This is an optimization exercise on Yosys and OpenROAD, whose aim is small area, not a production implementation.
Function was checked by simulation only, so behaviour that the tests miss may differ from the original.
The clock cells of runs 5 to 7 come from the design's own scripts or RTL, not from TritonCTS.
The clock port is modelled as an ideal driver, which makes a skipped or thinned clock tree look cheaper than it is; a real chip needs a root buffer or a tree.
Power figures rest on the tool's default switching activity, not on a simulated workload.

File: design/flow/config.mk
export PLATFORM = sky130hd
export DESIGN_NAME = uart_tx
export DESIGN_NICKNAME = uart_tx
export VERILOG_FILES = /design/flow/design.v
export SDC_FILE = /design/flow/constraint.sdc
export NUM_CORES = 4
export LEC_CHECK = 0
export CAP_MARGIN = 20
export CORE_MARGIN = 2
export CORE_UTILIZATION = 40
export CTS_BUF_LIST = sky130_fd_sc_hd__clkbuf_16
export SLEW_MARGIN = 20
File: design/flow/constraint.sdc
create_clock -name core_clock -period 10.0 [get_ports {clk}]
set_input_delay 2.0000 -clock core_clock [delete_from_list [all_inputs] [get_ports {clk}]]
set_output_delay 2.0000 -clock core_clock [all_outputs]
set_load 0.01 [all_outputs]
File: design/flow/design.v
module uart_tx (
    input wire clk,
    input wire rst,
    input wire send,
    input wire [7:0] data,
    output reg tx,
    output reg busy
);
    reg [12:0] baud_cnt;
    reg [3:0] bit_index;
    reg [7:0] tx_data;
    reg [1:0] state;  
    always @(posedge clk or posedge rst) begin
        if (rst) begin
            tx <= 1'b1;
            busy <= 0;
            baud_cnt <= 0;
            bit_index <= 0;
            state <= 0;
        end else begin
            case (state)
                0: begin  
                    tx <= 1'b1;
                    busy <= 0;
                    if (send) begin
                        tx_data <= data;
                        state <= 1;
                        busy <= 1;
                        baud_cnt <= 0;
                    end
                end
                1: begin  
                    tx <= 1'b0;
                    if (baud_cnt < 5207)
                        baud_cnt <= baud_cnt + 1;
                    else begin
                        baud_cnt <= 0;
                        state <= 2;
                        bit_index <= 0;
                    end
                end
                2: begin  
                    tx <= tx_data[bit_index];
                    if (baud_cnt < 5207)
                        baud_cnt <= baud_cnt + 1;
                    else begin
                        baud_cnt <= 0;
                        bit_index <= bit_index + 1;
                        if (bit_index == 7)
                            state <= 3;
                    end
                end
                3: begin  
                    tx <= 1'b1;
                    if (baud_cnt < 5207)
                        baud_cnt <= baud_cnt + 1;
                    else begin
                        baud_cnt <= 0;
                        state <= 0;
                        busy <= 0;
                    end
                end
            endcase
        end
    end
endmodule
File: design/flow/run.sh
#!/bin/bash
# synth_recipe.tcl (not shown) runs the flow's synth.tcl, then flattens the netlist and writes it again
# the make line also repeats each setting of config.mk as NAME=value (left out here)
make -C /OpenROAD-flow-scripts/flow DESIGN_CONFIG=/design/flow/config.mk WORK_HOME=/design/flow/orfs CLKGATE_MAP_FILE= SYNTH_SCRIPT=/design/flow/synth_recipe.tcl finish
==> key figures, run 1 <==
Status
  • Outcome: timing/DRC/antenna clean

Logic synthesis
  • Combined area of all synthesized cells: 1520 µm²
  • Portion of the post-synthesis area used by sequential elements: 50.5%
  • Number of enable flip-flop cells after synthesis: 8
  • Top cells by area in the synthesized netlist: sky130_fd_sc_hd__dfrtp_1 33%, sky130_fd_sc_hd__edfxtp_1 16%, sky130_fd_sc_hd__ha_1 4.9%
  • Number of different library cells in the post-synthesis netlist: 42
  • Synth area leader: sky130_fd_sc_hd__dfrtp_1
  • Syn Area/Cell: 11.2 µm²
  • Fraction of post-synthesis cell area in the top cell type by area: between 30% and 40%
  • Top FF cell, synth: sky130_fd_sc_hd__dfrtp_1
  • Number of register bits inferred by synthesis: 29
  • Synth async-reset ratio: ~72%
  • Gate Count Post-Synth: 136
  • Top cells by instance count after synthesis: 20 x sky130_fd_sc_hd__dfrtp_1, 17 x sky130_fd_sc_hd__nand2_1, 8 x sky130_fd_sc_hd__edfxtp_1
  • Net count of the mapped netlist: roughly 150
  • Yosys Warn Count: 1
  • Top-count cell post-synth: sky130_fd_sc_hd__dfrtp_1

Timing
  • Slew Limit Headroom: 44.8%
  • Setup TNS: 0 ps
  • Max Transition Viols Final: 0
  • Clock tree skew after final layout: between 4 and 5 ps
  • Final critical delay including setup and external delays: 3540 ps
  • Final hold violation count: 0
  • Period utilisation layout: 35.4%
  • RSZ-0062 raised after global routing: no
  • Crit path setup slack, layout: between 6000 and 7000 ps
  • Maximum achievable frequency: ~0.28 GHz
  • Final-report setup violation count: 0
  • Actual transition at the worst max-transition pin: slightly above 800 ps

Clock tree
  • TritonCTS clock tree: built
  • TritonCTS Buffers: 5
  • TritonCTS sink count: 29
  • Number of H-tree levels: 2
  • Clock insertion delay at the later pin of the skew report: 270 ps
  • Number of instances resized during post-cts repair: 0
  • Number of buffers between clock root and the deepest sink: 2
  • # Post-CTS Setup Buffers: 0
  • Root buffer cell: sky130_fd_sc_hd__clkbuf_16
  • Post-CTS clock slew at the launch and capture registers of the worst setup and hold paths: roughly 50 ps
  • CTS Hold Buffers Added: 0

Critical path
  • Startpoint type of the worst setup path: input port
  • Arrival time of the worst setup path: ~3500 ps
  • Worst R2R Setup Slack: ~8000 ps
  • Required @ worst endpoint: just under 10000 ps
  • Path type of the worst setup path: input port to flop
  • Critical Path Sink Type: flop
  • Largest fanout of any net on the critical path: 22

Floorplanning
  • Initial standard-cell utilization of the core: about 42%
  • Die Footprint: between 4000 and 5000 µm²
  • X dimension of the die: 65.7 µm
  • Floorplan core area: roughly 3700 µm²
  • Overall die height: approximately 66 µm
  • Num ports: 13
  • Floorplan row count: 22

Pwr
  • Total power draw: 295 µW
  • Pwr/cell area: around 160 nW/µm²
  • Leakage power: around 0.75 nW
  • Clock power frac: a little under three fifths
  • Switching power total: ~54 µW
  • Worst vdd rail ir drop: 0.0000792 V
  • Part of the total power dissipated in sequential elements: between 40 and 50%
  • Share of power burned in combinational logic: ~2%
  • Switching part of the total power: between 10% and 20%
  • Pint: around 240 µW

Global routing
  • Global-route wire length before repair: between 5000 and 6000 µm
  • Sum of overflow across all layers after global routing: 0
  • Number of global-route vias before repair: between 1000 and 1500
  • GR Util All Layers: roughly 18%
  • Antenna violations before repair: 0
  • Maximum number of pins on one net before global-route repair: 23

Layout
  • Fill cell total of the finished layout: ~310
  • Number of antenna repair diodes: 0
  • Area added between synthesis and finish: 21.8%
  • Post-route cell area: about 1900 µm²
  • Fraction of final layout cells sized beyond drive strength 1: about an eighth
  • Final nets: ~170

Route
  • Total routed wirelength: around 3100 µm
  • Length of the first detailed-routing pass in iterations: 4
  • Via-to-Cell Ratio: 5.58
  • Routed vias: ~1100
  • Post-DR wirelength/cell: between 15 and 20 µm
  • Remaining DRCs: 0
  • Post-DRT Antenna Nets: 0
  • 1st-iter DRT viols: between 50 and 60

Min path
  • Worst min path class: flop to flop

Place
  • Final weighted congestion in routability-driven placement: between 0.7 and 0.8
  • Dpl ws: 6080 ps
  • # port buffers: 12
  • Cell area after placement: around 1700 µm²
  • Half-perimeter wire length after detailed placement: 2200 µm

Flow run
  • Maxcap violations: 0
-- metal layers --
metal  routed length, µm  up-vias  track usage, %  part of all wire (%)
li1                    -      545               -                     -
met2                1470       19            27.3                    48
met5                   0        -               0                     0
met1                1440      552            22.2                    47
met3                 122        5            5.82                   4.0
met4                  55        0            8.85                   1.8
-- power groups by stage --
stage / sequential [mW] / combinational (mW) / clock (mW)
floorplan: 0.124 / 0.00136 / 0
global placement: 0.124 / 0.00604 / 0
detailed placement: 0.124 / 0.00618 / 0
CTS: 0.122 / 0.00611 / 0.169
global route: 0.122 / 0.00662 / 0.175
finish: 0.122 / 0.00590 / 0.167
-- worst paths after layout --
check	from	to	depth (start not counted)
max	rst	tx_data[5]	3
min	baud_cnt[2]	baud_cnt[2]	1
max reg2reg	state[0]	state[1]	7
min reg2reg	baud_cnt[2]	baud_cnt[2]	1
max in group asynchronous	rst	baud_cnt[11]	2
min in group asynchronous	rst	busy	2
-- metrics by stage --
step	instances	hold slack (ps)	util, %
floorplan	136	485	-
global placement	193	506	46.0
detailed placement	193	514	46.0
CTS	201	531	50.6
global route	201	555	50.6
finish	201	526	50.6
-- layout by cell type, fill, tap and decap left out, types with 2 or more instances in the layout --
master and count:
sky130_fd_sc_hd__clkdlybuf4s50_1 12, sky130_fd_sc_hd__clkbuf_16 5, sky130_fd_sc_hd__ha_1 6, sky130_fd_sc_hd__o21ai_1 2
sky130_fd_sc_hd__mux4_2 2, sky130_fd_sc_hd__a21oi_1 3, sky130_fd_sc_hd__o311ai_0 3, sky130_fd_sc_hd__nand4_1 3
sky130_fd_sc_hd__a22o_1 5, sky130_fd_sc_hd__mux2i_1 3, sky130_fd_sc_hd__nor3_1 2, sky130_fd_sc_hd__and3_1 3
sky130_fd_sc_hd__o21ai_2 2, sky130_fd_sc_hd__o21a_1 2, sky130_fd_sc_hd__nand2_1 17, sky130_fd_sc_hd__nor2_1 5
sky130_fd_sc_hd__and2_1 3, sky130_fd_sc_hd__nand3_1 7, sky130_fd_sc_hd__a221o_1 2, sky130_fd_sc_hd__mux2_2 3
sky130_fd_sc_hd__edfxtp_1 8, sky130_fd_sc_hd__o21ai_0 7, sky130_fd_sc_hd__dfrtp_1 20, sky130_fd_sc_hd__inv_1 5
sky130_fd_sc_hd__o211ai_1 2
-- kinds of logic after synthesis --
family / share of synthesized area [%]
buffers and inverters: 2.22
AND/OR/NAND/NOR: 16.4
AO/OA/AOI/OAI: 18.3
XOR/XNOR: 0.576
multiplexers: 7.16
adder cells (fa/ha/maj): 4.94
flip-flops: 50.5
-- area by class of cell --
type | instances | area, µm² | area share (%)
Timing Repair Buffer | 12 | 120 | 6.49
Inverter | 5 | 18.8 | 1.01
Sequential cell | 29 | 767 | 41.4
Tap cell | 48 | 60.1 | 3.24
Clock buffer | 5 | 125 | 6.76
Multi-Input combinational cell | 99 | 719 | 38.9
Clock inverter | 3 | 41.3 | 2.23
-- worst max-delay path, cell delays in order --
cell	delay [ps]
sky130_fd_sc_hd__clkdlybuf4s50_1	390
sky130_fd_sc_hd__inv_1	600
sky130_fd_sc_hd__and3_1	480
-- sequential cells by signal (all words and copies together) (netlist names) --
name / cells
bit_index: 4
tx: 1
baud_cnt: 13
state: 2
busy: 1
tx_data: 8
==> run 2: changes to the inputs <==
==> design/flow/design.v (replaced) <==
module uart_tx (
    input wire clk,
    input wire rst,
    input wire send,
    input wire [7:0] data,
    output reg tx,
    output reg busy
);
    localparam [12:0] START = 13'h0e97;
    localparam [12:0] LAST  = 13'h1c50;
    localparam [12:0] MASK  = 13'h01bd;  
    localparam [12:0] POL   = 13'h0aaa;
    reg  [12:0] q;
    wire [12:0] s    = q ^ POL;
    wire        fb   = s[12] ^ (s[3] & s[7]);
    wire        tick = ((s & MASK) == (LAST & MASK));
    wire        run  = busy & ~tick;
    always @(posedge clk)
        q <= (run ? {s[11:0], fb} : START) ^ POL;
    wire       load  = ~busy;         
    wire       shift = tick;          
    wire       hold  = run;           
    reg  [9:0] sr;
    always @(posedge clk)
        sr <= ({10{load}}  & {1'b1, data, 1'b0})
            | ({10{shift}} & {1'b0, sr[9:1]})
            | ({10{hold}}  & sr);
    always @(posedge clk or posedge rst)
        if (rst) begin
            tx   <= 1'b1;
            busy <= 1'b0;
        end else begin
            tx <= sr[0] | ~busy;
            if (!busy)
                busy <= send;
            else if (tick && sr[9:1] == 9'd0)
                busy <= 1'b0;
        end
endmodule
--- a/design/flow/config.mk
+++ b/design/flow/config.mk
@@ -7,6 +7,8 @@
 export LEC_CHECK = 0
 export CAP_MARGIN = 20
-export CORE_MARGIN = 2
-export CORE_UTILIZATION = 40
-export CTS_BUF_LIST = sky130_fd_sc_hd__clkbuf_16
+export CORE_AREA = 2.3 2.72 63.7 63.28
+export CTS_BUF_LIST = sky130_fd_sc_hd__clkbuf_4
+export CTS_CLUSTER_DIAMETER = 100
+export CTS_CLUSTER_SIZE = 30
+export DIE_AREA = 0 0 66 66
 export SLEW_MARGIN = 20
==> key figures, run 2 <==
Timing
  • Clock tree skew after final layout: between 6 and 7 ps
  • Setup TNS: 0 ps
  • Final critical delay including setup and external delays: about 3400 ps
  • RSZ-0062 raised after global routing: no
  • Max Transition Viols Final: 0
  • Slew Limit Headroom: 61.2%
  • Worst hold slack across all endpoints: ~380 ps
  • Final-report setup violation count: 0
  • Maximum achievable frequency: a little under 0.3 GHz
  • Actual transition at the worst max-transition pin: about 580 ps
  • Crit path setup slack, layout: 6580 ps
  • Period utilisation layout: 34.2%
  • Final hold violation count: 0

Critical path
  • Cell count along the critical path: 1
  • Largest delay share family, worst path: buffers and inverters
  • Slowest stage cell on the critical path: sky130_fd_sc_hd__clkdlybuf4s50_1
  • Arrival time of the worst setup path: 1420 ps
  • Cells along the critical path: clkdlybuf4s50_1
  • Startpoint type of the worst setup path: flop
  • Largest fanout of any net on the critical path: 9
  • Number of cells traversed by the worst register-to-register path: 3
  • Required @ worst endpoint: roughly 8000 ps
  • Path type of the worst setup path: flop to output port
  • Critical Path Sink Type: output port
  • Crit path buf inv count: 1
  • Max stage delay on crit path: a little under 600 ps

Pwr
  • Part of the total power dissipated in sequential elements: 62.6%
  • Switching part of the total power: between 20 and 30%
  • Pwr/cell area: between 200 and 300 nW/µm²
  • Clock power frac: 15.8%
  • Share of power burned in combinational logic: between 20% and 30%
  • Worst vdd rail ir drop: ~0.00011 V
  • Pint: around 210 µW
  • Switching power total: approximately 84 µW
  • Total power draw: slightly below 300 µW
  • Leakage power: 0.442 nW

Flow run
  • Maxcap violations: 0

Layout
  • Leading cell types in the layout, fill and taps excluded: 23 x sky130_fd_sc_hd__dfxtp_1, 12 x sky130_fd_sc_hd__clkdlybuf4s50_1, 10 x sky130_fd_sc_hd__nor2_1
  • Largest Register: q
  • Area added between synthesis and finish: 22.5%
  • Fraction of final layout cells sized beyond drive strength 1: 7.61%
  • Most frequent standard cell in the layout excluding fill and tap cells: sky130_fd_sc_hd__dfxtp_1
  • Flip-flop count of the largest register after layout: 13
  • Post-route cell area: 1040 µm²
  • Final core utilization: between 20 and 30%
  • Final nets: 104
  • Count of non-filler cells in the finished layout: 140
  • Number of antenna repair diodes: 0
  • Largest regs: q (13), sr (10)

Global routing
  • GR Util met1: 10.7%
  • Met3 GRT Util: between 4 and 5%
  • Global-route wire length before repair: between 2000 and 3000 µm
  • Sum of overflow across all layers after global routing: 0
  • Number of global-route vias before repair: approximately 600
  • GR Util All Layers: 7.90%
  • Met2 global-route usage: roughly 12%
  • Antenna violations before repair: 0
  • Busiest layer in global routing: met2
  • Maximum number of pins on one net before global-route repair: 14

Logic synthesis
  • Gate Count Post-Synth: 79
  • Fraction of post-synthesis cell area in the top cell type by area: a little over half
  • Syn Area/Cell: between 10 and 15 µm²
  • Top cells by area in the synthesized netlist: sky130_fd_sc_hd__dfxtp_1 54%, sky130_fd_sc_hd__a221o_1 9.4%, sky130_fd_sc_hd__and3_1 5.9%
  • Number of register bits inferred by synthesis: 25
  • Number of enable flip-flop cells after synthesis: 0
  • Synth async-reset ratio: ~8%
  • Net count of the mapped netlist: 90
  • Portion of the post-synthesis area used by sequential elements: about three fifths
  • Combined area of all synthesized cells: roughly 850 µm²
  • Top-count cell post-synth: sky130_fd_sc_hd__dfxtp_1
  • Number of different library cells in the post-synthesis netlist: 23
  • Synth area leader: sky130_fd_sc_hd__dfxtp_1
  • Yosys Warn Count: 1
  • Top FF cell, synth: sky130_fd_sc_hd__dfxtp_1
  • Top cells by instance count after synthesis: 23 x sky130_fd_sc_hd__dfxtp_1, 10 x sky130_fd_sc_hd__nor2_1, 8 x sky130_fd_sc_hd__a221o_1, 8 x sky130_fd_sc_hd__and3_1, 8 x sky130_fd_sc_hd__nand2_1

Clock tree
  • Clock insertion delay at the later pin of the skew report: around 310 ps
  • TritonCTS clock tree: built
  • Number of buffers between clock root and the deepest sink: 2
  • TritonCTS sink count: 25
  • Post-CTS clock slew at the launch and capture registers of the worst setup and hold paths: roughly 130 ps
  • Number of H-tree levels: 1
  • Root buffer cell: sky130_fd_sc_hd__clkbuf_4
  • CTS Hold Buffers Added: 0
  • # Post-CTS Setup Buffers: 0
  • TritonCTS Buffers: 3
  • Number of instances resized during post-cts repair: 0

Place
  • Cell area after placement: around 1000 µm²
  • # port buffers: 12
  • Half-perimeter wire length after detailed placement: about 1100 µm
  • Placed Instances: between 100 and 150
  • Final weighted congestion in routability-driven placement: 0.769
  • Dpl ws: between 6000 and 7000 ps

Route
  • Routed vias: approximately 600
  • Length of the first detailed-routing pass in iterations: 4
  • Post-DRT Antenna Nets: 0
  • Remaining DRCs: 0
  • Total routed wirelength: 1510 µm
  • Post-DR wirelength/cell: 10.8 µm
  • Via-to-Cell Ratio: roughly 4.3
  • 1st-iter DRT viols: 23

Floorplanning
  • Floorplan row count: 22
  • Overall die height: 66 µm
  • Die Footprint: approximately 4400 µm²
  • Num ports: 13
  • Initial standard-cell utilization of the core: 23.2%
  • Floorplan core area: between 3000 and 4000 µm²
  • X dimension of the die: 66 µm

Status
  • Outcome: timing/DRC/antenna clean

Min path
  • Cell depth of the worst min-delay path: 1
  • Worst min path class: flop to flop
## run 2: cell types whose count changed after synthesis, sizes merged, moves of 6 or more
cell / previous run / this run
dfxtp: 0 / 23
dfrtp: 20 / 1
nand2: 17 / 8
edfxtp: 8 / 0
o21ai: 11 / 3
a221o: 2 / 8
ha: 6 / 0
## run 2: path summary, 6_finish.rpt
path	slack, ps	end	from
worst max-delay path	6580	busy	busy
worst min-delay path	380	q[2]	q[1]
worst max register to register	8440	sr[4]	q[8]
worst min register to register	380	q[2]	q[1]
max in group asynchronous	7990	tx	rst
min in group asynchronous	1820	busy	rst
## run 2: power groups by stage
stage / combinational [mW] / sequential, mW / clock (mW)
final: 0.0632 / 0.182 / 0.0459
after floorplan: 0.0492 / 0.177 / 0
after detailed placement: 0.0644 / 0.185 / 0
after global routing: 0.0738 / 0.189 / 0.0515
after global placement: 0.0633 / 0.183 / 0
after CTS: 0.0646 / 0.182 / 0.0480
## run 2: per-layer routing
metal,part of all wire (%),up-vias
li1,-,308
met1,49,279
met2,45,14
met3,6.0,0
met4,0,0
met5,0,-
## run 2: cell families (layout without fill, tap and decap cells)
| group | count (synthesis) | count (layout) | synth area share (%) |
|---|---|---|---|
| buffers and inverters | 5 | 18 | 3.09 |
| flip-flops | 25 | 25 | 60.2 |
| AND/OR/NAND/NOR | 35 | 35 | 22.7 |
| AO/OA/AOI/OAI | 13 | 13 | 13.0 |
| XOR/XNOR | 1 | 1 | 1.03 |
## run 2: area by class of cell
cell class                      instances  area [µm²]
Fill cell                             388        2620
Sequential cell                        25         512
Multi-Input combinational cell         49         312
Timing Repair Buffer                   12         120
Tap cell                               48        60.1
Clock buffer                            4        30.0
Inverter                                2        7.51
==> run 3: changes to the inputs <==
--- a/design/flow/config.mk
+++ b/design/flow/config.mk
@@ -8,7 +8,8 @@
 export CAP_MARGIN = 20
 export CORE_AREA = 2.3 2.72 63.7 63.28
-export CTS_BUF_LIST = sky130_fd_sc_hd__clkbuf_4
+export CTS_BUF_LIST = sky130_fd_sc_hd__clkbuf_8
 export CTS_CLUSTER_DIAMETER = 100
 export CTS_CLUSTER_SIZE = 30
 export DIE_AREA = 0 0 66 66
+export PLACE_DENSITY = 0.9
 export SLEW_MARGIN = 20
==> key figures, run 3 <==
Status
  • Outcome: timing/DRC/antenna clean

Layout
  • Fill cell total of the finished layout: 395
  • Count of non-filler cells in the finished layout: 140
  • Area added between synthesis and finish: 24.3%
  • Post-route cell area: ~1100 µm²
  • Flip-flop count of the largest register after layout: 13
  • Fraction of final layout cells sized beyond drive strength 1: ~6.5%
  • Final nets: ~100
  • Largest regs: q (13), sr (10)
  • Largest Register: q
  • Number of antenna repair diodes: 0
  • Most frequent standard cell in the layout excluding fill and tap cells: sky130_fd_sc_hd__dfxtp_1
  • Leading cell types in the layout, fill and taps excluded: 23 x sky130_fd_sc_hd__dfxtp_1, 12 x sky130_fd_sc_hd__clkdlybuf4s50_1, 10 x sky130_fd_sc_hd__nor2_1

Min path
  • Worst hold path startpoint: q[9]
  • Hold path endpoint: q[10]
  • Worst min path class: flop to flop
  • Cell depth of the worst min-delay path: 1

Place
  • Half-perimeter wire length after detailed placement: 1150 µm
  • # port buffers: 12
  • Cell area after placement: approximately 1000 µm²
  • Dpl ws: a little under 7000 ps
  • Final weighted congestion in routability-driven placement: between 0.7 and 0.8
  • Placed Instances: ~140

Route
  • Via-to-Cell Ratio: roughly 4.5
  • Routed vias: about 630
  • Length of the first detailed-routing pass in iterations: 4
  • Post-DRT Antenna Nets: 0
  • Remaining DRCs: 0
  • Total routed wirelength: approximately 1600 µm
  • Post-DR wirelength/cell: ~12 µm
  • 1st-iter DRT viols: 31

Logic synthesis
  • Top FF cell, synth: sky130_fd_sc_hd__dfxtp_1
  • Synth async-reset ratio: 8.00%
  • Number of register bits inferred by synthesis: 25
  • Top cells by area in the synthesized netlist: sky130_fd_sc_hd__dfxtp_1 54%, sky130_fd_sc_hd__a221o_1 9.4%, sky130_fd_sc_hd__and3_1 5.9%
  • Synth area leader: sky130_fd_sc_hd__dfxtp_1
  • Syn Area/Cell: between 10 and 15 µm²
  • Combined area of all synthesized cells: roughly 850 µm²
  • Top cells by instance count after synthesis: 23 x sky130_fd_sc_hd__dfxtp_1, 10 x sky130_fd_sc_hd__nor2_1, 8 x sky130_fd_sc_hd__a221o_1, 8 x sky130_fd_sc_hd__and3_1, 8 x sky130_fd_sc_hd__nand2_1
  • Gate Count Post-Synth: roughly 80
  • Number of enable flip-flop cells after synthesis: 0
  • Number of different library cells in the post-synthesis netlist: 23
  • Top-count cell post-synth: sky130_fd_sc_hd__dfxtp_1
  • Net count of the mapped netlist: 90
  • Fraction of post-synthesis cell area in the top cell type by area: between 50% and 60%
  • Portion of the post-synthesis area used by sequential elements: 60.2%
  • Yosys Warn Count: 1

Critical path
  • Max stage delay on crit path: ~600 ps
  • Worst R2R Setup Slack: between 8000 and 9000 ps
  • Critical Path Sink Type: output port
  • Startpoint of the worst register-to-register path: q[8]
  • Number of cells traversed by the worst register-to-register path: 3
  • Arrival time of the worst setup path: between 1000 and 1500 ps
  • Required @ worst endpoint: around 8000 ps
  • Startpoint type of the worst setup path: flop
  • Cells along the critical path: clkdlybuf4s50_1
  • Largest delay share family, worst path: buffers and inverters
  • Largest fanout of any net on the critical path: 9
  • Crit path buf inv count: 1
  • Worst R2R End: sr[7]
  • Slowest stage cell on the critical path: sky130_fd_sc_hd__clkdlybuf4s50_1
  • Path type of the worst setup path: flop to output port

Clock tree
  • TritonCTS sink count: 25
  • TritonCTS clock tree: built
  • Number of instances resized during post-cts repair: 0
  • Clock insertion delay at the later pin of the skew report: approximately 260 ps
  • # Post-CTS Setup Buffers: 0
  • TritonCTS Buffers: 3
  • Root buffer cell: sky130_fd_sc_hd__clkbuf_8
  • CTS Hold Buffers Added: 0
  • Post-CTS clock slew at the launch and capture registers of the worst setup and hold paths: approximately 80 ps
  • Number of H-tree levels: 1
  • Number of buffers between clock root and the deepest sink: 2

Floorplanning
  • Overall die height: 66 µm
  • Num ports: 13
  • Floorplan core area: roughly 3700 µm²
  • Floorplan row count: 22
  • X dimension of the die: ~66 µm
  • Initial standard-cell utilization of the core: 23.2%
  • Die Footprint: between 4000 and 5000 µm²

Timing
  • Final hold violation count: 0
  • Setup TNS: 0 ps
  • Maximum achievable frequency: 0.298 GHz
  • Slew Limit Headroom: between 60% and 70%
  • Final critical delay including setup and external delays: ~3400 ps
  • Max Transition Viols Final: 0
  • Final-report setup violation count: 0
  • RSZ-0062 raised after global routing: no
  • Clock tree skew after final layout: about 2.2 ps
  • Period utilisation layout: approximately a third
  • Crit path setup slack, layout: approximately 6600 ps
  • Actual transition at the worst max-transition pin: approximately 590 ps

Pwr
  • Worst vdd rail ir drop: approximately 0.00010 V
  • Leakage power: around 0.45 nW
  • Total power draw: slightly above 300 µW
  • Pwr/cell area: about 290 nW/µm²

Global routing
  • Sum of overflow across all layers after global routing: 0
  • Number of global-route vias before repair: about 610
  • Antenna violations before repair: 0
  • Global-route wire length before repair: 2640 µm
  • GR Util All Layers: 8.32%
  • Maximum number of pins on one net before global-route repair: 14

Flow run
  • Maxcap violations: 0
run 3: cell count changes in the layout (fill, tap and decap cells not counted), sizes merged:
cell    change
clkbuf      -1
inv         +1
run 3: per-stage QoR:
step	hold slack (ps)	util, %
floorplan	343	-
global placement	347	27.6
detailed placement	356	27.6
CTS	375	28.8
global route	387	28.8
finish	369	28.8
run 3: logic make-up after synthesis:
logic type | after synthesis | synth area share (%)
buf+inv | 5 | 3.09
flops | 25 | 60.2
xor+xnor | 1 | 1.03
compound gates | 13 | 13.0
simple gates | 35 | 22.7
run 3: report_power, final:
group / leakage, nW / internal (mW) / switching [mW] / total, mW
combinational: 0.212 / 0.0384 / 0.0257 / 0.0641
sequential: 0.212 / 0.151 / 0.0334 / 0.184
clock: 0.0269 / 0.0274 / 0.0295 / 0.0569
run 3: per-layer routing:
| metal | share of wire, % | wire length (µm) | global-route usage (%) | vias to the layer above |
|---|---|---|---|---|
| met4 | 0.74 | 12 | 2.30 | 0 |
| met5 | 0 | 0 | 0 | - |
| met2 | 46 | 745 | 12.8 | 17 |
| met1 | 48 | 775 | 10.3 | 299 |
| li1 | - | - | - | 309 |
| met3 | 5.9 | 96 | 4.09 | 2 |
run 3: how the worst max path moves through the flow:
| stage | from | slack (ps) | end | cells after the start |
|---|---|---|---|---|
| 2_1_floorplan | tx | 7480 | tx | 0 |
| 3_3_place_gp | busy | 6960 | busy | 1 |
| 3_5_place_dp | busy | 6940 | busy | 1 |
| 4_1_cts | busy | 6640 | busy | 1 |
| 5_1_grt | busy | 6570 | busy | 1 |
| 6_report | busy | 6650 | busy | 1 |
run 3: layout make-up:
class	count	area, µm²	share of cell area (%)
inverter	2	7.51	0.711
sequential	25	512	48.5
multi-input combinational	49	312	29.5
clock inverter	1	3.75	0.355
tap	48	60.1	5.69
timing repair buffer	12	120	11.4
clock buffer	3	41.3	3.91
==> run 4: changes to the inputs <==
==> design/flow/flow/run.sh (new file) <==
#!/bin/bash
# Standard ORFS layout with two changes: ports are buffered with the smallest
# buffer, and clock tree synthesis inserts no dummy loads.
set -euo pipefail
export BUFFER_PORTS_ARGS="-buffer_cell sky130_fd_sc_hd__buf_1"
export CTS_ARGS="-sink_clustering_enable -repair_clock_nets -dont_use_dummy_load -buf_list sky130_fd_sc_hd__clkbuf_8 -sink_clustering_size 30 -sink_clustering_max_diameter 100"
bash standard.sh > standard.log 2>&1
==> design/flow/standard.sh (new file) <==
#!/bin/bash
# synth_recipe.tcl (not shown) runs the flow's synth.tcl, then flattens the netlist and writes it again
# the make line also repeats each setting of config.mk as NAME=value (left out here)
make -C /OpenROAD-flow-scripts/flow DESIGN_CONFIG=/design/flow/config.mk WORK_HOME=/design/flow/orfs CLKGATE_MAP_FILE= SYNTH_SCRIPT=/design/flow/synth_recipe.tcl "${@:-finish}"
removed: design/flow/run.sh
==> key figures, run 4 <==
Status
  • Outcome: timing/DRC/antenna clean

Timing
  • Actual transition at the worst max-transition pin: around 580 ps
  • Final-report setup violation count: 0
  • Worst hold slack across all endpoints: between 300 and 400 ps
  • Final hold violation count: 0
  • Clock tree skew after final layout: about 5.6 ps
  • Slew Limit Headroom: 61.3%
  • Final critical delay including setup and external delays: between 2000 and 3000 ps
  • Maximum achievable frequency: ~0.34 GHz
  • Setup TNS: 0 ps
  • Crit path setup slack, layout: between 7000 and 8000 ps
  • RSZ-0062 raised after global routing: no
  • Period utilisation layout: 29.4%
  • Max Transition Viols Final: 0

Logic synthesis
  • Fraction of post-synthesis cell area in the top cell type by area: between 50% and 60%
  • Portion of the post-synthesis area used by sequential elements: between 60% and 70%
  • Syn Area/Cell: roughly 11 µm²
  • Gate Count Post-Synth: between 70 and 80
  • Yosys Warn Count: 1
  • Number of different library cells in the post-synthesis netlist: 23
  • Number of enable flip-flop cells after synthesis: 0
  • Top-count cell post-synth: sky130_fd_sc_hd__dfxtp_1
  • Top cells by instance count after synthesis: 23 x sky130_fd_sc_hd__dfxtp_1, 10 x sky130_fd_sc_hd__nor2_1, 8 x sky130_fd_sc_hd__a221o_1, 8 x sky130_fd_sc_hd__and3_1, 8 x sky130_fd_sc_hd__nand2_1
  • Top FF cell, synth: sky130_fd_sc_hd__dfxtp_1
  • Synth area leader: sky130_fd_sc_hd__dfxtp_1
  • Combined area of all synthesized cells: between 800 and 900 µm²
  • Net count of the mapped netlist: 90
  • Synth async-reset ratio: under 10%
  • Top cells by area in the synthesized netlist: sky130_fd_sc_hd__dfxtp_1 54%, sky130_fd_sc_hd__a221o_1 9.4%, sky130_fd_sc_hd__and3_1 5.9%
  • Number of register bits inferred by synthesis: 25

Layout
  • Largest Register: q
  • Fraction of final layout cells sized beyond drive strength 1: under 10%
  • Final core utilization: about a quarter
  • Fill cell total of the finished layout: just under 400
  • Count of non-filler cells in the finished layout: about 140
  • Area added between synthesis and finish: 15.0%
  • Number of antenna repair diodes: 0
  • Most frequent standard cell in the layout excluding fill and tap cells: sky130_fd_sc_hd__dfxtp_1
  • Final nets: around 100
  • Flip-flop count of the largest register after layout: 13
  • Largest regs: q (13), sr (10)
  • Post-route cell area: 977 µm²
  • Leading cell types in the layout, fill and taps excluded: 23 x sky130_fd_sc_hd__dfxtp_1, 12 x sky130_fd_sc_hd__buf_1, 10 x sky130_fd_sc_hd__nor2_1

Route
  • Total routed wirelength: 1550 µm
  • Remaining DRCs: 0
  • Post-DRT Antenna Nets: 0
  • Via-to-Cell Ratio: around 4.5
  • 1st-iter DRT viols: 37
  • Length of the first detailed-routing pass in iterations: 4
  • Post-DR wirelength/cell: about 11 µm
  • Routed vias: 622

Place
  • Cell area after placement: around 940 µm²
  • Final weighted congestion in routability-driven placement: roughly 0.80
  • Placed Instances: ~140
  • Half-perimeter wire length after detailed placement: 1140 µm
  • Dpl ws: 7340 ps
  • # port buffers: 12

Global routing
  • Antenna violations before repair: 0
  • Global-route wire length before repair: between 2000 and 3000 µm
  • GR Util All Layers: roughly 7.6%
  • Maximum number of pins on one net before global-route repair: 14
  • Sum of overflow across all layers after global routing: 0
  • Number of global-route vias before repair: about 550

Critical path
  • Slowest stage cell on the critical path: sky130_fd_sc_hd__dfrtp_1
  • Worst R2R Setup Slack: about 8400 ps
  • Arrival time of the worst setup path: between 900 and 1000 ps
  • Largest fanout of any net on the critical path: 9
  • Max stage delay on crit path: around 500 ps
  • Crit path buf inv count: 1
  • Largest delay share family, worst path: flip-flops
  • Startpoint of the worst register-to-register path: q[8]
  • Required @ worst endpoint: ~8000 ps
  • Critical Path Sink Type: output port
  • Worst R2R End: sr[2]
  • Cells along the critical path: buf_1
  • Path type of the worst setup path: flop to output port
  • Startpoint type of the worst setup path: flop
  • End point of the critical path: busy
  • Number of cells traversed by the worst register-to-register path: 3
  • CP startpoint: busy
  • Cell count along the critical path: 1

Floorplanning
  • Initial standard-cell utilization of the core: 23.2%
  • Die Footprint: roughly 4400 µm²
  • Num ports: 13
  • Overall die height: 66 µm
  • Floorplan row count: 22
  • X dimension of the die: between 60 and 70 µm
  • Floorplan core area: 3660 µm²

Clock tree
  • CTS Hold Buffers Added: 0
  • Number of buffers between clock root and the deepest sink: 2
  • Root buffer cell: sky130_fd_sc_hd__clkbuf_8
  • TritonCTS clock tree: built
  • Clock insertion delay at the later pin of the skew report: approximately 260 ps
  • Post-CTS clock slew at the launch and capture registers of the worst setup and hold paths: 80 ps
  • TritonCTS Buffers: 3
  • TritonCTS sink count: 25
  • Number of instances resized during post-cts repair: 0
  • # Post-CTS Setup Buffers: 0
  • Number of H-tree levels: 1

Pwr
  • Pwr/cell area: 306 nW/µm²
  • Total power draw: between 200 and 300 µW
  • Leakage power: just over 0.4 nW
  • Worst vdd rail ir drop: 0.0000797 V

Flow run
  • Maxcap violations: 0

Min path
  • Worst min path class: flop to flop
run 4: cell counts after synthesis:
No cell type changed its count.
run 4: cell type report:
type	instances	area (µm²)	area share (%)
sequential	25	512	52.4
timing repair buffer	12	45.0	4.61
inverter	2	7.51	0.768
multi-input combinational	49	312	31.9
tap	48	60.1	6.15
clock buffer	3	41.3	4.23
run 4: how the worst min path moves through the flow:
stage          startpoint    end  slack, ps  cells after the start
6_report             q[1]   q[2]        360                      1
5_1_grt              q[1]   q[2]        390                      1
4_1_cts              q[1]   q[2]        370                      1
3_5_place_dp         q[9]  q[10]        350                      1
3_3_place_gp         q[1]   q[2]        350                      1
2_1_floorplan        q[9]  q[10]        340                      1
run 4: routing by layer:
layer | track usage (%) | up-vias | routed length, µm
li1 | - | 307 | -
met1 | 10.6 | 290 | 754
met2 | 10.9 | 25 | 663
met3 | 4.09 | 0 | 130
met4 | 0 | 0 | 0
met5 | 0 | - | 0
run 4: cell families (layout without fill, tap and decap cells):
logic type,Yosys count,after routing,share of synthesized area (%)
AOI/OAI and AO/OA,13,13,13.0
xor gates and xnor gates,1,1,1.03
buffers and inverters,5,17,3.09
DFF,25,25,60.2
and+or+nand+nor,35,35,22.7
run 4: power breakdown:
part / switching, mW / total [mW] / internal (mW)
registers: 0.0334 / 0.184 / 0.151
clock network: 0.0281 / 0.0550 / 0.0269
logic: 0.0259 / 0.0595 / 0.0336
==> run 5: changes to the inputs <==
==> design/flow/flow/run.sh (replaced) <==
#!/bin/bash
# Standard ORFS layout with two changes: ports are buffered with the smallest
# buffer, and the clock tree is a single clock buffer placed at the centre of
# the flip-flops (pre_cts.tcl) instead of TritonCTS's tree.
set -euo pipefail
here=$(pwd)
export BUFFER_PORTS_ARGS="-buffer_cell sky130_fd_sc_hd__buf_1"
export PRE_CTS_TCL="$here/flow/pre_cts.tcl"
export CLOCK_BUFFER_CELL="${CLOCK_BUFFER_CELL:-sky130_fd_sc_hd__clkbuf_16}"
bash standard.sh > standard.log 2>&1
==> design/flow/flow/pre_cts.tcl (new file) <==
# Runs inside ORFS's cts.tcl before clock_tree_synthesis: drive all clock
# sinks from one clock buffer at their centre, and skip TritonCTS.
set block [ord::get_db_block]
set dbu [$block getDbUnitsPerMicron]
set clknet [$block findNet clk]
set sx 0.0
set sy 0.0
set n 0
foreach it [$clknet getITerms] {
  set bbox [[$it getInst] getBBox]
  set sx [expr {$sx + ([$bbox xMin] + [$bbox xMax]) / 2.0}]
  set sy [expr {$sy + ([$bbox yMin] + [$bbox yMax]) / 2.0}]
  incr n
}
set x [expr {$sx / $n / $dbu}]
set y [expr {$sy / $n / $dbu}]
puts "clock sinks: $n, centre ($x, $y)"
insert_buffer -buffer_cell $::env(CLOCK_BUFFER_CELL) -net clk \
  -location [list $x $y] -buffer_name clkbuf_0_clk -net_name clknet_0_clk
set_propagated_clock [all_clocks]
proc clock_tree_synthesis {args} {
  puts "clock_tree_synthesis skipped: one clock buffer drives all sinks"
}
==> key figures, run 5 <==
Status
  • Outcome: timing/DRC/antenna clean

Layout
  • Largest Register: q
  • Final core utilization: a little over a quarter
  • Fraction of final layout cells sized beyond drive strength 1: roughly 4.5%
  • Most frequent standard cell in the layout excluding fill and tap cells: sky130_fd_sc_hd__dfxtp_1
  • Final nets: about 100
  • Area added between synthesis and finish: 13.1%
  • Flip-flop count of the largest register after layout: 13
  • Largest regs: q (13), sr (10)
  • Post-route cell area: around 960 µm²
  • Fill cell total of the finished layout: about 390
  • Number of antenna repair diodes: 0
  • Leading cell types in the layout, fill and taps excluded: 23 x sky130_fd_sc_hd__dfxtp_1, 12 x sky130_fd_sc_hd__buf_1, 10 x sky130_fd_sc_hd__nor2_1

Min path
  • Worst min path class: flop to flop

Logic synthesis
  • Synth async-reset ratio: 8.00%
  • Net count of the mapped netlist: 90
  • Top cells by instance count after synthesis: 23 x sky130_fd_sc_hd__dfxtp_1, 10 x sky130_fd_sc_hd__nor2_1, 8 x sky130_fd_sc_hd__a221o_1, 8 x sky130_fd_sc_hd__and3_1, 8 x sky130_fd_sc_hd__nand2_1
  • Number of different library cells in the post-synthesis netlist: 23
  • Top cells by area in the synthesized netlist: sky130_fd_sc_hd__dfxtp_1 54%, sky130_fd_sc_hd__a221o_1 9.4%, sky130_fd_sc_hd__and3_1 5.9%
  • Top-count cell post-synth: sky130_fd_sc_hd__dfxtp_1
  • Number of enable flip-flop cells after synthesis: 0
  • Gate Count Post-Synth: slightly below 80
  • Yosys Warn Count: 1
  • Combined area of all synthesized cells: around 850 µm²
  • Portion of the post-synthesis area used by sequential elements: around three fifths
  • Top FF cell, synth: sky130_fd_sc_hd__dfxtp_1
  • Fraction of post-synthesis cell area in the top cell type by area: 54.2%
  • Number of register bits inferred by synthesis: 25
  • Syn Area/Cell: ~11 µm²
  • Synth area leader: sky130_fd_sc_hd__dfxtp_1

Timing
  • Setup TNS: 0 ps
  • Maximum achievable frequency: ~0.35 GHz
  • RSZ-0062 raised after global routing: no
  • Slew Limit Headroom: 61.3%
  • Max Transition Viols Final: 0
  • Period utilisation layout: between 20 and 30%
  • Clock tree skew after final layout: ~3.4 ps
  • Final hold violation count: 0
  • Actual transition at the worst max-transition pin: approximately 580 ps
  • Final critical delay including setup and external delays: around 2800 ps
  • Worst hold slack across all endpoints: between 300 and 400 ps
  • Final-report setup violation count: 0

Critical path
  • Crit path buf inv count: 1
  • Largest fanout of any net on the critical path: 9
  • Max stage delay on crit path: 510 ps
  • Largest delay share family, worst path: flip-flops
  • Arrival time of the worst setup path: approximately 850 ps
  • Critical Path Sink Type: output port
  • Cells along the critical path: buf_1
  • Slowest stage cell on the critical path: sky130_fd_sc_hd__dfrtp_1
  • Startpoint type of the worst setup path: flop
  • Required @ worst endpoint: approximately 8000 ps
  • Path type of the worst setup path: flop to output port

Route
  • Remaining DRCs: 0
  • Post-DR wirelength/cell: 11.2 µm
  • Via-to-Cell Ratio: about 4.3
  • Total routed wirelength: between 1500 and 2000 µm
  • Post-DRT Antenna Nets: 0
  • Length of the first detailed-routing pass in iterations: 4
  • 1st-iter DRT viols: 39
  • Routed vias: between 500 and 600

Flow run
  • Maxcap violations: 0

Floorplanning
  • Die Footprint: between 4000 and 5000 µm²
  • Overall die height: 66 µm
  • Initial standard-cell utilization of the core: 23.2%
  • Floorplan core area: ~3700 µm²
  • Floorplan row count: 22
  • Num ports: 13
  • X dimension of the die: 66 µm

Global routing
  • Sum of overflow across all layers after global routing: 0
  • GR Util All Layers: under 10%
  • Maximum number of pins on one net before global-route repair: 26
  • Global-route wire length before repair: roughly 2500 µm
  • Antenna violations before repair: 0
  • Number of global-route vias before repair: ~530

Clock tree
  • CTS Hold Buffers Added: 0
  • Post-CTS clock slew at the launch and capture registers of the worst setup and hold paths: 90 ps
  • Clock insertion delay at the later pin of the skew report: ~160 ps
  • Number of instances resized during post-cts repair: 0
  • # Post-CTS Setup Buffers: 0

Pwr
  • Total power draw: 286 µW
  • Worst vdd rail ir drop: approximately 0.000077 V
  • Switching power total: between 80 and 90 µW
  • Leakage power: ~0.4 nW
  • Share of power burned in combinational logic: 20.7%
  • Pint: slightly above 200 µW
  • Part of the total power dissipated in sequential elements: 64.4%
  • Pwr/cell area: 298 nW/µm²
  • Clock power frac: approximately 15%
  • Switching part of the total power: roughly 29%

Place
  • # port buffers: 12
  • Cell area after placement: between 900 and 1000 µm²
  • Final weighted congestion in routability-driven placement: around 0.8
  • Half-perimeter wire length after detailed placement: roughly 1100 µm
## run 5: cell counts after synthesis
Identical to the previous run, type by type.
## run 5: path summary, 6_finish.rpt
| path | from | depth (start not counted) | slack (ps) | endpoint |
|---|---|---|---|---|
| worst max-delay path | busy | 1 | 7150 | busy |
| worst min-delay path | q[1] | 1 | 370 | q[2] |
| worst max register to register | q[8] | 3 | 8400 | sr[2] |
| worst min register to register | q[1] | 1 | 370 | q[2] |
| max in group asynchronous | rst | 2 | 8160 | tx |
| min in group asynchronous | rst | 2 | 1650 | busy |
## run 5: through the flow
stage	instances	worst slack [ps]
after floorplan	79	7480
after global placement	136	7360
after detailed placement	136	7340
after CTS	137	7150
after global routing	137	7090
final	137	7150
## run 5: layout make-up, clock buffers not listed
cell class,instances,area (µm²),area share [%]
Inverter,2,7.51,0.781
Multi-Input combinational cell,49,312,32.4
Sequential cell,25,512,53.3
Tap cell,48,60.1,6.25
Timing Repair Buffer,12,45.0,4.69
## run 5: layer usage
layer	GRT usage [%]	vias up	wire length, µm	part of all wire [%]
met2	10.6	14	637	41
met1	11.0	277	828	54
met5	0	-	0	0
li1	-	303	-	-
met4	0	0	0	0
met3	0.681	0	74	4.8
## run 5: cells by family (layout without fill, tap and decap cells)
family          count (synthesis)  count (layout)  synth area share (%)
simple gates                   35              35                  22.7
flops                          25              25                  60.2
compound gates                 13              13                  13.0
buf+inv                         5              15                  3.09
xor+xnor                        1               1                  1.03
## run 5: power groups by stage
stage | Combinational (mW) | Sequential [mW] | Clock, mW
finish | 0.0594 | 0.184 | 0.0427
global route | 0.0672 | 0.190 | 0.0468
CTS | 0.0599 | 0.184 | 0.0437
detailed placement | 0.0606 | 0.185 | 0
global placement | 0.0574 | 0.184 | 0
floorplan | 0.0492 | 0.177 | 0
==> run 6: changes to the inputs <==
--- a/design/flow/flow/run.sh
+++ b/design/flow/flow/run.sh
@@ -7,4 +7,5 @@
 export BUFFER_PORTS_ARGS="-buffer_cell sky130_fd_sc_hd__buf_1"
 export PRE_CTS_TCL="$here/flow/pre_cts.tcl"
-export CLOCK_BUFFER_CELL="${CLOCK_BUFFER_CELL:-sky130_fd_sc_hd__clkbuf_16}"
+export CLOCK_BUFFER_CELL="${CLOCK_BUFFER_CELL:-sky130_fd_sc_hd__clkbuf_4}"
+export CLOCK_GROUPS="${CLOCK_GROUPS:-2}"
 bash standard.sh > standard.log 2>&1
==> design/flow/flow/pre_cts.tcl (replaced) <==
# Runs inside ORFS's cts.tcl before clock_tree_synthesis, in place of
# TritonCTS: the clock sinks are split into CLOCK_GROUPS groups of nearby
# flip-flops (k-means on their positions), and each group is driven by one
# clock buffer at its centre, fed straight from the clock port.
set block [ord::get_db_block]
set dbu [$block getDbUnitsPerMicron]
set clknet [$block findNet clk]
set k $::env(CLOCK_GROUPS)
set pins {}
set pts {}
foreach it [$clknet getITerms] {
  set bbox [[$it getInst] getBBox]
  lappend pins "[[$it getInst] getName]/[[$it getMTerm] getName]"
  lappend pts [list [expr {([$bbox xMin] + [$bbox xMax]) / 2.0 / $dbu}] \
                    [expr {([$bbox yMin] + [$bbox yMax]) / 2.0 / $dbu}]]
}
set n [llength $pts]
# initial centres: spread along x
set sorted [lsort -real -index 0 $pts]
set cs {}
for {set g 0} {$g < $k} {incr g} {
  lappend cs [lindex $sorted [expr {int(($g + 0.5) * $n / $k)}]]
}
for {set iter 0} {$iter < 20} {incr iter} {
  set asg {}
  foreach p $pts {
    set best 0
    set bd 1e30
    for {set g 0} {$g < $k} {incr g} {
      set c [lindex $cs $g]
      set d [expr {pow([lindex $p 0] - [lindex $c 0], 2) + pow([lindex $p 1] - [lindex $c 1], 2)}]
      if {$d < $bd} { set bd $d; set best $g }
    }
    lappend asg $best
  }
  set ncs {}
  for {set g 0} {$g < $k} {incr g} {
    set sx 0.0; set sy 0.0; set m 0
    foreach p $pts a $asg {
      if {$a == $g} { set sx [expr {$sx + [lindex $p 0]}]; set sy [expr {$sy + [lindex $p 1]}]; incr m }
    }
    if {$m > 0} { lappend ncs [list [expr {$sx / $m}] [expr {$sy / $m}]] } else { lappend ncs [lindex $cs $g] }
  }
  set cs $ncs
}
for {set g 0} {$g < $k} {incr g} {
  set loads {}
  foreach pin $pins a $asg { if {$a == $g} { lappend loads [get_pins $pin] } }
  if {[llength $loads] == 0} continue
  set c [lindex $cs $g]
  puts "clock group $g: [llength $loads] sinks, buffer at ($c)"
  insert_buffer -buffer_cell $::env(CLOCK_BUFFER_CELL) -net clk -load_pins $loads \
    -location $c -buffer_name clkbuf_0_clk_$g -net_name clknet_0_clk_$g
}
set_propagated_clock [all_clocks]
proc clock_tree_synthesis {args} {
  puts "clock_tree_synthesis skipped: clock buffers inserted by pre_cts.tcl"
}
==> key figures, run 6 <==
Layout
  • Count of non-filler cells in the finished layout: 138
  • Fraction of final layout cells sized beyond drive strength 1: between 5 and 6%
  • Number of antenna repair diodes: 0
  • Final core utilization: 26.0%
  • Leading cell types in the layout, fill and taps excluded: 23 x sky130_fd_sc_hd__dfxtp_1, 12 x sky130_fd_sc_hd__buf_1, 10 x sky130_fd_sc_hd__nor2_1
  • Largest Register: q
  • Largest regs: q (13), sr (10)
  • Post-route cell area: 951 µm²
  • Area added between synthesis and finish: 11.9%
  • Final nets: between 100 and 150
  • Flip-flop count of the largest register after layout: 13
  • Most frequent standard cell in the layout excluding fill and tap cells: sky130_fd_sc_hd__dfxtp_1

Global routing
  • Maximum number of pins on one net before global-route repair: 14
  • Antenna violations before repair: 0
  • Number of global-route vias before repair: roughly 560
  • GR Util All Layers: around 7.1%
  • Sum of overflow across all layers after global routing: 0
  • Global-route wire length before repair: about 2600 µm

Timing
  • Max Transition Viols Final: 0
  • Maximum achievable frequency: about 0.35 GHz
  • Final-report setup violation count: 0
  • RSZ-0062 raised after global routing: no
  • Clock tree skew after final layout: 7.82 ps
  • Final hold violation count: 0
  • Slew Limit Headroom: between 50% and 60%
  • Worst hold slack across all endpoints: ~380 ps
  • Actual transition at the worst max-transition pin: ~600 ps
  • Final critical delay including setup and external delays: ~2900 ps
  • Setup TNS: 0 ps
  • Period utilisation layout: between 20% and 30%

Critical path
  • Startpoint type of the worst setup path: flop
  • Arrival time of the worst setup path: around 880 ps
  • Largest fanout of any net on the critical path: 9
  • Critical Path Sink Type: output port
  • Required @ worst endpoint: 8000 ps
  • Max stage delay on crit path: around 510 ps
  • Slowest stage cell on the critical path: sky130_fd_sc_hd__dfrtp_1
  • Crit path buf inv count: 1
  • Cells along the critical path: buf_1
  • Path type of the worst setup path: flop to output port
  • Largest delay share family, worst path: flip-flops

Floorplanning
  • Floorplan row count: 22
  • Overall die height: 66 µm
  • Initial standard-cell utilization of the core: 23.2%
  • Die Footprint: roughly 4400 µm²
  • Floorplan core area: 3660 µm²
  • Num ports: 13
  • X dimension of the die: approximately 66 µm

Pwr
  • Share of power burned in combinational logic: a little over a fifth
  • Clock power frac: about an eighth
  • Switching power total: roughly 83 µW
  • Part of the total power dissipated in sequential elements: between 60% and 70%
  • Pwr/cell area: around 300 nW/µm²
  • Switching part of the total power: 30.1%
  • Leakage power: 0.400 nW
  • Pint: between 150 and 200 µW
  • Worst vdd rail ir drop: 0.0000773 V

Clock tree
  • Post-CTS clock slew at the launch and capture registers of the worst setup and hold paths: 120 ps
  • Number of instances resized during post-cts repair: 0
  • CTS Hold Buffers Added: 0
  • # Post-CTS Setup Buffers: 0
  • Clock insertion delay at the later pin of the skew report: ~180 ps

Place
  • Final weighted congestion in routability-driven placement: between 0.8 and 0.9
  • Half-perimeter wire length after detailed placement: around 1100 µm
  • # port buffers: 12
  • Cell area after placement: slightly above 900 µm²
  • Placed Instances: about 140

Logic synthesis
  • Yosys Warn Count: 1
  • Top cells by area in the synthesized netlist: sky130_fd_sc_hd__dfxtp_1 54%, sky130_fd_sc_hd__a221o_1 9.4%, sky130_fd_sc_hd__and3_1 5.9%
  • Synth async-reset ratio: under 10%
  • Net count of the mapped netlist: 90
  • Top cells by instance count after synthesis: 23 x sky130_fd_sc_hd__dfxtp_1, 10 x sky130_fd_sc_hd__nor2_1, 8 x sky130_fd_sc_hd__a221o_1, 8 x sky130_fd_sc_hd__and3_1, 8 x sky130_fd_sc_hd__nand2_1
  • Syn Area/Cell: about 11 µm²
  • Top FF cell, synth: sky130_fd_sc_hd__dfxtp_1
  • Fraction of post-synthesis cell area in the top cell type by area: 54.2%
  • Number of different library cells in the post-synthesis netlist: 23
  • Number of register bits inferred by synthesis: 25
  • Gate Count Post-Synth: 79
  • Portion of the post-synthesis area used by sequential elements: 60.2%
  • Synth area leader: sky130_fd_sc_hd__dfxtp_1
  • Number of enable flip-flop cells after synthesis: 0
  • Combined area of all synthesized cells: around 850 µm²
  • Top-count cell post-synth: sky130_fd_sc_hd__dfxtp_1

Flow run
  • Maxcap violations: 0

Route
  • Length of the first detailed-routing pass in iterations: 5
  • Remaining DRCs: 0
  • Total routed wirelength: between 1500 and 2000 µm
  • Via-to-Cell Ratio: 4.51
  • Post-DR wirelength/cell: ~11 µm
  • 1st-iter DRT viols: 36
  • Routed vias: a little over 600
  • Post-DRT Antenna Nets: 0

Status
  • Outcome: timing/DRC/antenna clean

Min path
  • Worst min path class: flop to flop
[run 6: cell counts after synthesis]
No cell type changed its count.
[run 6: power by group through the flow]
stage	registers [mW]	logic (mW)	clock network (mW)
2_1_floorplan	0.177	0.0492	0
3_3_place_gp	0.184	0.0574	0
3_5_place_dp	0.185	0.0606	0
4_1_cts	0.183	0.0600	0.0344
5_1_grt	0.190	0.0675	0.0377
6_report	0.184	0.0597	0.0334
[run 6: routing by layer]
layer  routed length (µm)  share of wire, %  vias up  track usage (%)
met2                  633                41       29             11.1
met4                   10              0.65        0            0.510
met3                  133               8.6        2            0.852
li1                     -                 -      309                -
met1                  768                50      282             10.9
met5                    0                 0        -                0
[run 6: worst paths after layout]
| kind | start | slack, ps | cells after the start | to |
|---|---|---|---|---|
| min in group asynchronous | rst | 1610 | 2 | busy |
| worst max register to register | q[8] | 8370 | 3 | sr[2] |
| worst min register to register | q[1] | 380 | 1 | q[2] |
| max in group asynchronous | rst | 8190 | 2 | tx |
| worst min-delay path | q[1] | 380 | 1 | q[2] |
| worst max-delay path | busy | 7120 | 1 | busy |
[run 6: cells by family after synthesis]
kind of cell | after synthesis | share of synthesized area, %
AND/OR/NAND/NOR | 35 | 22.7
flip-flops | 25 | 60.2
AO/OA/AOI/OAI | 13 | 13.0
buffers and inverters | 5 | 3.09
XOR/XNOR | 1 | 1.03
[run 6: area by class of cell, clock buffers not listed]
class                           instances  area (µm²)
Sequential cell                        25         512
Multi-Input combinational cell         49         312
Tap cell                               48        60.1
Timing Repair Buffer                   12        45.0
Fill cell                             389        2710
Inverter                                2        7.51
[run 6: through the flow]
step / setup slack [ps] / total power [mW]
6_report: 7120 / 0.277
5_1_grt: 7040 / 0.295
4_1_cts: 7110 / 0.278
3_5_place_dp: 7340 / 0.246
3_3_place_gp: 7360 / 0.241
2_1_floorplan: 7480 / 0.227
==> run 7: changes to the inputs <==
==> design/flow/flow/run.sh (replaced) <==
#!/bin/bash
# The standard ORFS layout (standard.sh) with three changes:
#  - synthesis maps the logic with an area-oriented ABC script (synth.tcl,
#    abc_area.script); the registers are the standard synthesis's;
#  - ports are buffered with the smallest buffer (buf_1);
#  - the clock tree is a few clock buffers, each at the centre of a group of
#    nearby flip-flops and fed from the clock port (pre_cts.tcl), instead of
#    TritonCTS's tree.
# Every tool's output is in standard.log and in orfs/logs.
set -euo pipefail
here=$(pwd)
export FLOW_SYNTH_TCL="$here/synth_recipe.tcl"
export AREA_ABC_SCRIPT="$here/flow/abc_area.script"
export BUFFER_PORTS_ARGS="-buffer_cell sky130_fd_sc_hd__buf_1"
export PRE_CTS_TCL="$here/flow/pre_cts.tcl"
export CLOCK_BUFFER_CELL="${CLOCK_BUFFER_CELL:-sky130_fd_sc_hd__clkbuf_4}"
export CLOCK_GROUPS="${CLOCK_GROUPS:-3}"
bash standard.sh "SYNTH_SCRIPT=$here/flow/synth.tcl" finish > standard.log 2>&1
==> design/flow/flow/abc_area.script (new file) <==
strash
dc2
dch -f
amap -m -F 4 -A 8
topo
==> design/flow/flow/synth.tcl (new file) <==
# The standard synthesis (synth_recipe.tcl in the work folder), with the
# technology mapping done by an area-oriented ABC script (abc_area.script)
# instead of ORFS's speed script. Registers are mapped before ABC runs, so
# they are exactly the standard synthesis's.
trace add variable ::abc_script write {apply {args {
  set ::abc_script $::env(AREA_ABC_SCRIPT)
}}}
source $::env(FLOW_SYNTH_TCL)
--- a/design/flow/config.mk
+++ b/design/flow/config.mk
@@ -8,8 +8,6 @@
 export CAP_MARGIN = 20
 export CORE_AREA = 2.3 2.72 63.7 63.28
-export CTS_BUF_LIST = sky130_fd_sc_hd__clkbuf_8
-export CTS_CLUSTER_DIAMETER = 100
-export CTS_CLUSTER_SIZE = 30
 export DIE_AREA = 0 0 66 66
+export GPL_TIMING_DRIVEN = 0
 export PLACE_DENSITY = 0.9
 export SLEW_MARGIN = 20
==> key figures, run 7 <==
Pwr
  • Worst vdd rail ir drop: ~0.000061 V
  • Leakage power: roughly 0.35 nW
  • Total power draw: between 200 and 300 µW
  • Pwr/cell area: ~290 nW/µm²

Timing
  • RSZ-0062 raised after global routing: no
  • Period utilisation layout: approximately 28%
  • Crit path setup slack, layout: 7190 ps
  • Final-report setup violation count: 0
  • Max Transition Viols Final: 0
  • Slew Limit Headroom: between 30% and 40%
  • Clock tree skew after final layout: around 57 ps
  • Final critical delay including setup and external delays: 2810 ps
  • Actual transition at the worst max-transition pin: around 970 ps
  • Final hold violation count: 0
  • Maximum achievable frequency: roughly 0.36 GHz
  • Setup TNS: 0 ps

Global routing
  • Sum of overflow across all layers after global routing: 0
  • Global-route wire length before repair: ~2300 µm
  • GR Util All Layers: approximately 6.4%
  • Number of global-route vias before repair: between 500 and 600
  • Antenna violations before repair: 0
  • Maximum number of pins on one net before global-route repair: 17

Logic synthesis
  • Synth async-reset ratio: 8.00%
  • Top cells by instance count after synthesis: 23 x sky130_fd_sc_hd__dfxtp_1, 11 x sky130_fd_sc_hd__clkinv_1, 10 x sky130_fd_sc_hd__nor2_1
  • Top cells by area in the synthesized netlist: sky130_fd_sc_hd__dfxtp_1 61%, sky130_fd_sc_hd__a222oi_1 11%, sky130_fd_sc_hd__clkinv_1 5.5%
  • Number of different library cells in the post-synthesis netlist: 15
  • Syn Area/Cell: between 10 and 15 µm²
  • Number of enable flip-flop cells after synthesis: 0
  • Top-count cell post-synth: sky130_fd_sc_hd__dfxtp_1
  • Portion of the post-synthesis area used by sequential elements: approximately two thirds
  • Net count of the mapped netlist: 80
  • Yosys Warn Count: 1
  • Gate Count Post-Synth: 69
  • Top FF cell, synth: sky130_fd_sc_hd__dfxtp_1
  • Fraction of post-synthesis cell area in the top cell type by area: about three fifths
  • Combined area of all synthesized cells: between 700 and 800 µm²
  • Synth area leader: sky130_fd_sc_hd__dfxtp_1
  • Number of register bits inferred by synthesis: 25

Layout
  • Number of antenna repair diodes: 0
  • Leading cell types in the layout, fill and taps excluded: 23 x sky130_fd_sc_hd__dfxtp_1, 12 x sky130_fd_sc_hd__buf_1, 11 x sky130_fd_sc_hd__clkinv_1
  • Fraction of final layout cells sized beyond drive strength 1: roughly 7%
  • Largest Register: q
  • Fill cell total of the finished layout: approximately 400
  • Largest regs: q (13), sr (10)
  • Flip-flop count of the largest register after layout: 13
  • Most frequent standard cell in the layout excluding fill and tap cells: sky130_fd_sc_hd__dfxtp_1
  • Final nets: 98
  • Count of non-filler cells in the finished layout: between 100 and 150
  • Area added between synthesis and finish: 18.7%

Critical path
  • Worst R2R Setup Slack: 7880 ps
  • Startpoint of the worst register-to-register path: busy
  • Cells along the critical path: buf_1
  • Arrival time of the worst setup path: 810 ps
  • Slowest stage cell on the critical path: sky130_fd_sc_hd__dfstp_2
  • Startpoint type of the worst setup path: flop
  • Largest fanout of any net on the critical path: 1
  • Max stage delay on crit path: between 500 and 600 ps
  • Path type of the worst setup path: flop to output port
  • Worst R2R End: q[6]
  • Number of cells traversed by the worst register-to-register path: 4
  • Crit path buf inv count: 1
  • Critical Path Sink Type: output port
  • Largest delay share family, worst path: flip-flops
  • Required @ worst endpoint: approximately 8000 ps

Route
  • Remaining DRCs: 0
  • Via-to-Cell Ratio: slightly above 4
  • Total routed wirelength: between 1000 and 1500 µm
  • Length of the first detailed-routing pass in iterations: 4
  • Routed vias: between 500 and 600
  • 1st-iter DRT viols: 74
  • Post-DRT Antenna Nets: 0
  • Post-DR wirelength/cell: around 10 µm

Clock tree
  • Post-CTS clock slew at the launch and capture registers of the worst setup and hold paths: 120 ps
  • # Post-CTS Setup Buffers: 0
  • CTS Hold Buffers Added: 0
  • Clock insertion delay at the later pin of the skew report: around 180 ps
  • Number of instances resized during post-cts repair: 0

Place
  • Half-perimeter wire length after detailed placement: around 1000 µm
  • Final weighted congestion in routability-driven placement: 0.739
  • Placed Instances: 130
  • # port buffers: 12
  • Dpl ws: between 7000 and 8000 ps

Status
  • Outcome: timing/DRC/antenna clean

Floorplanning
  • Floorplan row count: 22
  • Num ports: 13
  • Overall die height: approximately 66 µm
  • Die Footprint: about 4400 µm²
  • Initial standard-cell utilization of the core: between 20% and 30%
  • Floorplan core area: approximately 3700 µm²
  • X dimension of the die: about 66 µm

Min path
  • Cell depth of the worst min-delay path: 1
  • Worst hold path startpoint: q[1]
  • Hold path endpoint: q[2]
  • Worst min path class: flop to flop

Flow run
  • Maxcap violations: 0
## run 7: cell types whose count changed after synthesis, sizes merged, moves of 2 or more
cell,change
inv,-2
and3,-8
clkbuf,-2
o21ai,-2
nor4,+2
a222oi,+8
clkinv,+11
nand2,-3
nand3,-2
a221o,-8
## run 7: kinds of logic (layout without fill, tap and decap cells)
kind of cell,after synthesis,after routing,share of synthesized area (%)
AO/OA/AOI/OAI,13,13,15.4
buffers and inverters,11,27,5.45
AND/OR/NAND/NOR,20,20,11.6
flip-flops,25,25,67.6
## run 7: how the worst max path moves through the flow
stage	start	end	slack, ps	depth (start not counted)
3_5_place_dp	data[2]	sr[3]	7330	3
2_1_floorplan	data[2]	sr[3]	7470	2
4_1_cts	tx	tx	7190	1
5_1_grt	tx	tx	7170	1
3_3_place_gp	q[7]	sr[7]	7070	5
6_report	tx	tx	7190	1
## run 7: layout make-up, clock buffers not listed
cell class	count	area, µm²	area share, %
Sequential cell	25	512	57.0
Multi-Input combinational cell	33	210	23.4
Timing Repair Buffer	13	52.6	5.85
Inverter	11	41.3	4.60
Tap cell	48	60.1	6.69
## run 7: through the flow
| step | hold WS [ps] | util [%] | cell area [µm²] |
|---|---|---|---|
| 3_3_place_gp | 346 | 23.5 | 862 |
| 5_1_grt | 412 | 24.5 | 898 |
| 3_5_place_dp | 349 | 23.9 | 876 |
| 4_1_cts | 383 | 24.5 | 898 |
| 6_report | 379 | 24.5 | 898 |
| 2_1_floorplan | 343 | - | 757 |
## run 7: per-layer routing
metal	share of wire (%)	track usage (%)	vias up
met1	46	8.37	252
met2	46	11.0	14
met4	0.59	0.765	0
met5	0	0	-
li1	-	-	282
met3	7.7	1.36	2
## run 7: power by group
part | switching (mW) | total [mW] | internal, mW
clock | 0.0234 | 0.0377 | 0.0142
combinational | 0.0243 | 0.0489 | 0.0246
sequential | 0.0280 | 0.178 | 0.150
total | 0.0758 | 0.264 | 0.189

[static timing again, ports no longer ideal]
The flow's constraints put no driver on any port. The routed layouts listed below were extracted and timed again, unchanged, in two steps. Step 1 sets driving cells, clkbuf_16 on the clock port and buf_2 on the other inputs (assumed; they add their load-dependent delay and slew). Step 2, shift: input delay + t, output delay - t, t = (earliest + latest rising clock arrival at the registers) / 2. This alone moves slack from input paths to output paths. a / b / c = no drivers / after step 1 / after step 2; a / b = the first two.
run | shift t [ns] | slack for setup (ns) | worst hold slack (ns) | worst register clock-pin slew, ns
run 1 | 0.302 | 6.462 / 6.468 / 6.166 | 0.526 / 0.526 / 0.526 | 0.05 / 0.05
run 2 | 0.327 | 6.581 / 6.563 / 6.890 | 0.377 / 0.377 / 0.377 | 0.13 / 0.13
run 3 | 0.285 | 6.649 / 6.626 / 6.911 | 0.369 / 0.369 / 0.369 | 0.08 / 0.08
run 4 | 0.278 | 7.064 / 7.043 / 7.320 | 0.364 / 0.364 / 0.364 | 0.08 / 0.08
run 5 | 0.180 | 7.152 / 7.125 / 7.306 | 0.368 / 0.368 / 0.368 | 0.09 / 0.09
run 6 | 0.202 | 7.120 / 7.092 / 7.294 | 0.376 / 0.376 / 0.376 | 0.12 / 0.12
run 7 | 0.181 | 7.194 / 7.161 / 7.302 | 0.379 / 0.379 / 0.379 | 0.12 / 0.12
After both steps setup and hold are still met in every run listed. For run 1, which loses most, drivers alone change the setup slack by +0.006 ns; drivers and shift together by -0.296 ns.
